This is an optimization exercise on Yosys and OpenROAD, whose aim is small area and a short achievable clock period, not a production implementation. Function was checked by simulation only, so behaviour that the tests miss may differ from the original. Power figures rest on the tool's default switching activity, not on a simulated workload.

Design multiplier_pipelined, start of the top module:
module multiplier_pipelined(
    input logic clk,
    input logic[31:0] a,
    input logic[31:0] b,
    output logic[63:0] r
);
    logic ra1;
    logic ra2;
    logic ra3;
    logic ra4;
    logic ra5;
    logic ra6;
    logic ra7;
    logic ra8;
    logic ra9;
    logic ra10;
    logic ra11;
    logic ra12;
    logic ra13;
    logic ra14;
    logic ra15;
    logic ra16;
    logic ra17;
    logic ra18;
    logic ra19;
    logic ra20;
    logic ra21;
    logic ra22;
    logic ra23;
    logic ra24;
    logic ra25;
    logic ra26;
    logic ra27;
    logic ra28;
    logic ra29;
    logic ra30;
    logic ra31;
    logic ra32;
    logic rt34;
    logic rt35;
    logic rt36;
    logic rt37;
    logic rt38;
    logic rt39;
    logic rt40;
    logic rt41;
    logic rt42;
    logic rt43;
    logic rt44;
    logic rt45;
    logic rt46;
    logic rt47;
    logic rt48;
    logic rt49;
    logic rt50;
    logic rt51;
    logic rt52;
    logic rt53;
    logic rt54;
    logic rt55;
    logic rt56;
    logic rt57;
    logic rt58;
    logic rt59;
    logic rt60;
    logic rt61;
    logic rt62;
    logic rt63;
    logic rt64;
    logic rt65;
    logic rt66;
    logic rs1_67;
    logic rs2_68;
    logic rs3_69;
    logic rs4_70;
    logic rneg71;
    logic rs1_72;
    logic rs2_73;
    logic rs3_74;
    logic rs4_75;
    logic rneg76;
    logic rs1_77;
    logic rs2_78;
    logic rs3_79;
    logic rs4_80;
    logic rneg81;
    logic rs1_82;
    logic rs2_83;
    logic rs3_84;
    logic rs4_85;
    logic rneg86;
    logic rs1_87;
    logic rs2_88;
    logic rs3_89;
    logic rs4_90;
    logic rneg91;
    logic rs1_92;
    logic rs2_93;
    logic rs3_94;
    logic rs4_95;
    logic rneg96;
  ...
For scale: ~2800 cells after synthesis, about 230 flip-flops.
clock: 9.0 ns
lec_check: 0
cap_margin: 20
core_margin: 2
core_utilization: 40
setup_slack_margin: 4.2
slew_margin: 20
synth_hierarchical: 1
synth_minimum_keep_size: 0
standard.sh (not shown) runs the stock make flow with config.mk's settings and CLKGATE_MAP_FILE= SYNTH_SCRIPT=/design/flow/synth_recipe.tcl, a recipe that flattens the netlist after the stock synthesis.
==> flow/flow/run.sh <==
#!/bin/bash
# Standard ORFS layout (the standard.sh, unchanged synthesis), with the port
# buffers that global placement inserts made plain buffers instead of the
# default delay-cell choice. Each tool's output goes to a log file here.
set -euo pipefail
export BUFFER_PORTS_ARGS="-buffer_cell sky130_fd_sc_hd__buf_4"
bash standard.sh > standard_flow.log 2>&1
Rerun with:
SETUP_SLACK_MARGIN = 5.0   (was 4.2)
The changed run ran to the end with no violations.
Cell area is higher by roughly a tenth.
Clock power is higher by a few percent.
Routed wire length is higher by roughly a tenth.
Sequential power is higher by a little under a tenth.
Worst hold slack loses 0.13 ns.

multiplier_pipelined again, from the RTL that the note above started with.
clock: 9.0 ns
lec_check: 0
cap_margin: 20
core_margin: 2
core_utilization: 40
cts_cluster_diameter: 150
cts_cluster_size: 30
place_density: 0.75
setup_slack_margin: 4.8
slew_margin: 20
synth_hierarchical: 1
synth_minimum_keep_size: 0
==> flow/flow/run.sh <==
#!/bin/bash
# Standard ORFS layout (the standard.sh, unchanged synthesis), with the port
# buffers that global placement inserts made plain buffers instead of the
# default delay-cell choice. Each tool's output goes to a log file here.
set -euo pipefail
export BUFFER_PORTS_ARGS="-buffer_cell sky130_fd_sc_hd__buf_2"
bash standard.sh > standard_flow.log 2>&1
Edit:
--- a/flow/flow/run.sh
+++ b/flow/flow/run.sh
@@ -4,4 +4,4 @@
 # default delay-cell choice. Each tool's output goes to a log file here.
 set -euo pipefail
-export BUFFER_PORTS_ARGS="-buffer_cell sky130_fd_sc_hd__buf_2"
+export BUFFER_PORTS_ARGS="-buffer_cell sky130_fd_sc_hd__buf_4"
 bash standard.sh > standard_flow.log 2>&1
--- a/flow/config.mk
+++ b/flow/config.mk
@@ -9,8 +9,5 @@
 export CORE_MARGIN = 2
 export CORE_UTILIZATION = 40
-export CTS_CLUSTER_DIAMETER = 150
-export CTS_CLUSTER_SIZE = 30
-export PLACE_DENSITY = 0.75
-export SETUP_SLACK_MARGIN = 4.8
+export SETUP_SLACK_MARGIN = 4.5
 export SLEW_MARGIN = 20
 export SYNTH_HIERARCHICAL = 1
=>
- via count falls by 2.1%
- sequential cell count is unchanged
- wire length is higher by 4.1%
- maximum frequency came out lower by 4.7%
- total power rose by 4.1%
- cell area shrinks by 1.3%
- sequential share of layout area barely changes
- clock power rises by 86%

Setup of build 35:
Starting RTL as in the previous note.
export LEC_CHECK = 0
export CAP_MARGIN = 20
export CORE_MARGIN = 2
export CORE_UTILIZATION = 40
export CTS_CLUSTER_DIAMETER = 150
export CTS_CLUSTER_SIZE = 30
export SETUP_SLACK_MARGIN = 4.8
export SLEW_MARGIN = 20
export SYNTH_HIERARCHICAL = 1
export SYNTH_MINIMUM_KEEP_SIZE = 0
create_clock -name core_clock -period 9.0 [get_ports {clk}]
==> flow/flow/run.sh <==
#!/bin/bash
# Standard ORFS layout (the standard.sh, unchanged synthesis), with the port
# buffers that global placement inserts made plain buffers instead of the
# default delay-cell choice. Each tool's output goes to a log file here.
set -euo pipefail
export BUFFER_PORTS_ARGS="-buffer_cell sky130_fd_sc_hd__buf_2"
bash standard.sh > standard_flow.log 2>&1
Per the final summary, build 35 finished and its layout is clean on timing, DRC and antenna.
What build 88 does differently from build 35 at the input level:
--- a/flow/flow/run.sh
+++ b/flow/flow/run.sh
@@ -6 +6 @@
-export BUFFER_PORTS_ARGS="-buffer_cell sky130_fd_sc_hd__buf_2"
+export BUFFER_PORTS_ARGS="-buffer_cell sky130_fd_sc_hd__buf_4"
--- a/flow/config.mk
+++ b/flow/config.mk
@@ -11,2 +10,0 @@
-export CTS_CLUSTER_DIAMETER = 150
-export CTS_CLUSTER_SIZE = 30
==> comparison <==
- Compared with build 35, in build 88 routed wire length lower; portion of total power attributed to combinational logic -1.0 points; clock-buffer cell count saw an increase; placed wire-length estimate after detailed placement saw a decrease; sequential share of layout area went down.
- On switching fraction of total power: build 88 sits below build 35.
- Diff build 35 -> build 88 | worst setup slack | decrease of 0.074 ns
- All of build 88 and build 35 finish clean.
- When the final numbers for build 88 and build 35 were put side by side, the proportion of power drawn by flip-flops and latches turned out to be smaller in build 88.
Inputs modified between build 88 and build 27:
--- a/flow/flow/run.sh
+++ b/flow/flow/run.sh
@@ -6 +6 @@
-export BUFFER_PORTS_ARGS="-buffer_cell sky130_fd_sc_hd__buf_4"
+export BUFFER_PORTS_ARGS="-buffer_cell sky130_fd_sc_hd__buf_2"
[summary]
Between build 27 and build 88, the maximum frequency figures differ only marginally.
For build 88, the last element of the critical path was r[48], unlike build 27, where it was r[60].
The hold slack reported for build 27 is greater than that of build 88 by 0.048 ns.
On net switching component of the power, build 27 does better than build 88.
Relative to build 88, final standard cell area without fillers decreased by about 0.6% in build 27.
Build 27 vs build 88: critical path depth down
Routed wire in build 27 totals more than in build 88.
Any difference in global-route usage between build 88 and build 27 is small enough to ignore.

-- static timing again, ports no longer ideal --
Ports are ideal in the flow. The routed layouts listed here were re-timed in OpenROAD. Step 1 (the two cells are an assumption about what drives the block):
set clk [get_ports {clk}]
set_driving_cell -lib_cell sky130_fd_sc_hd__clkbuf_16 $clk
set_driving_cell -lib_cell sky130_fd_sc_hd__buf_2 [delete_from_list [all_inputs] $clk]
Step 2 also shifts input and output timing later by t, the mid clock arrival at the registers, as if the neighbouring blocks saw the same clock. a / b / c = ideal ports / drivers / drivers and shift; a / b = the first two.
run	shift t [ns]	setup WS [ns]	worst setup path after step 2	latest minus earliest clock arrival (ns)
the first run of note 1	0.640	4.339 / 4.275 / 4.464	register to register	0.022 / 0.022
the second run of note 1	0.643	4.764 / 4.697 / 4.572	input to register	0.014 / 0.013
the first run of note 2	0.581	4.757 / 4.691 / 4.700	input to register	0.026 / 0.025
the second run of note 2	0.641	4.548 / 4.490 / 4.548	register to register	0.022 / 0.021
build 35	0.597	4.825 / 4.761 / 4.649	input to register	0.026 / 0.026
build 88	0.641	4.751 / 4.683 / 4.607	input to register	0.021 / 0.021
build 27	0.656	4.751 / 4.686 / 4.617	input to register	0.015 / 0.014
After both steps every run listed still meets setup and hold. For the second run of note 1, which loses most, drivers alone change the setup slack by -0.067 ns; drivers and shift together by -0.192 ns.
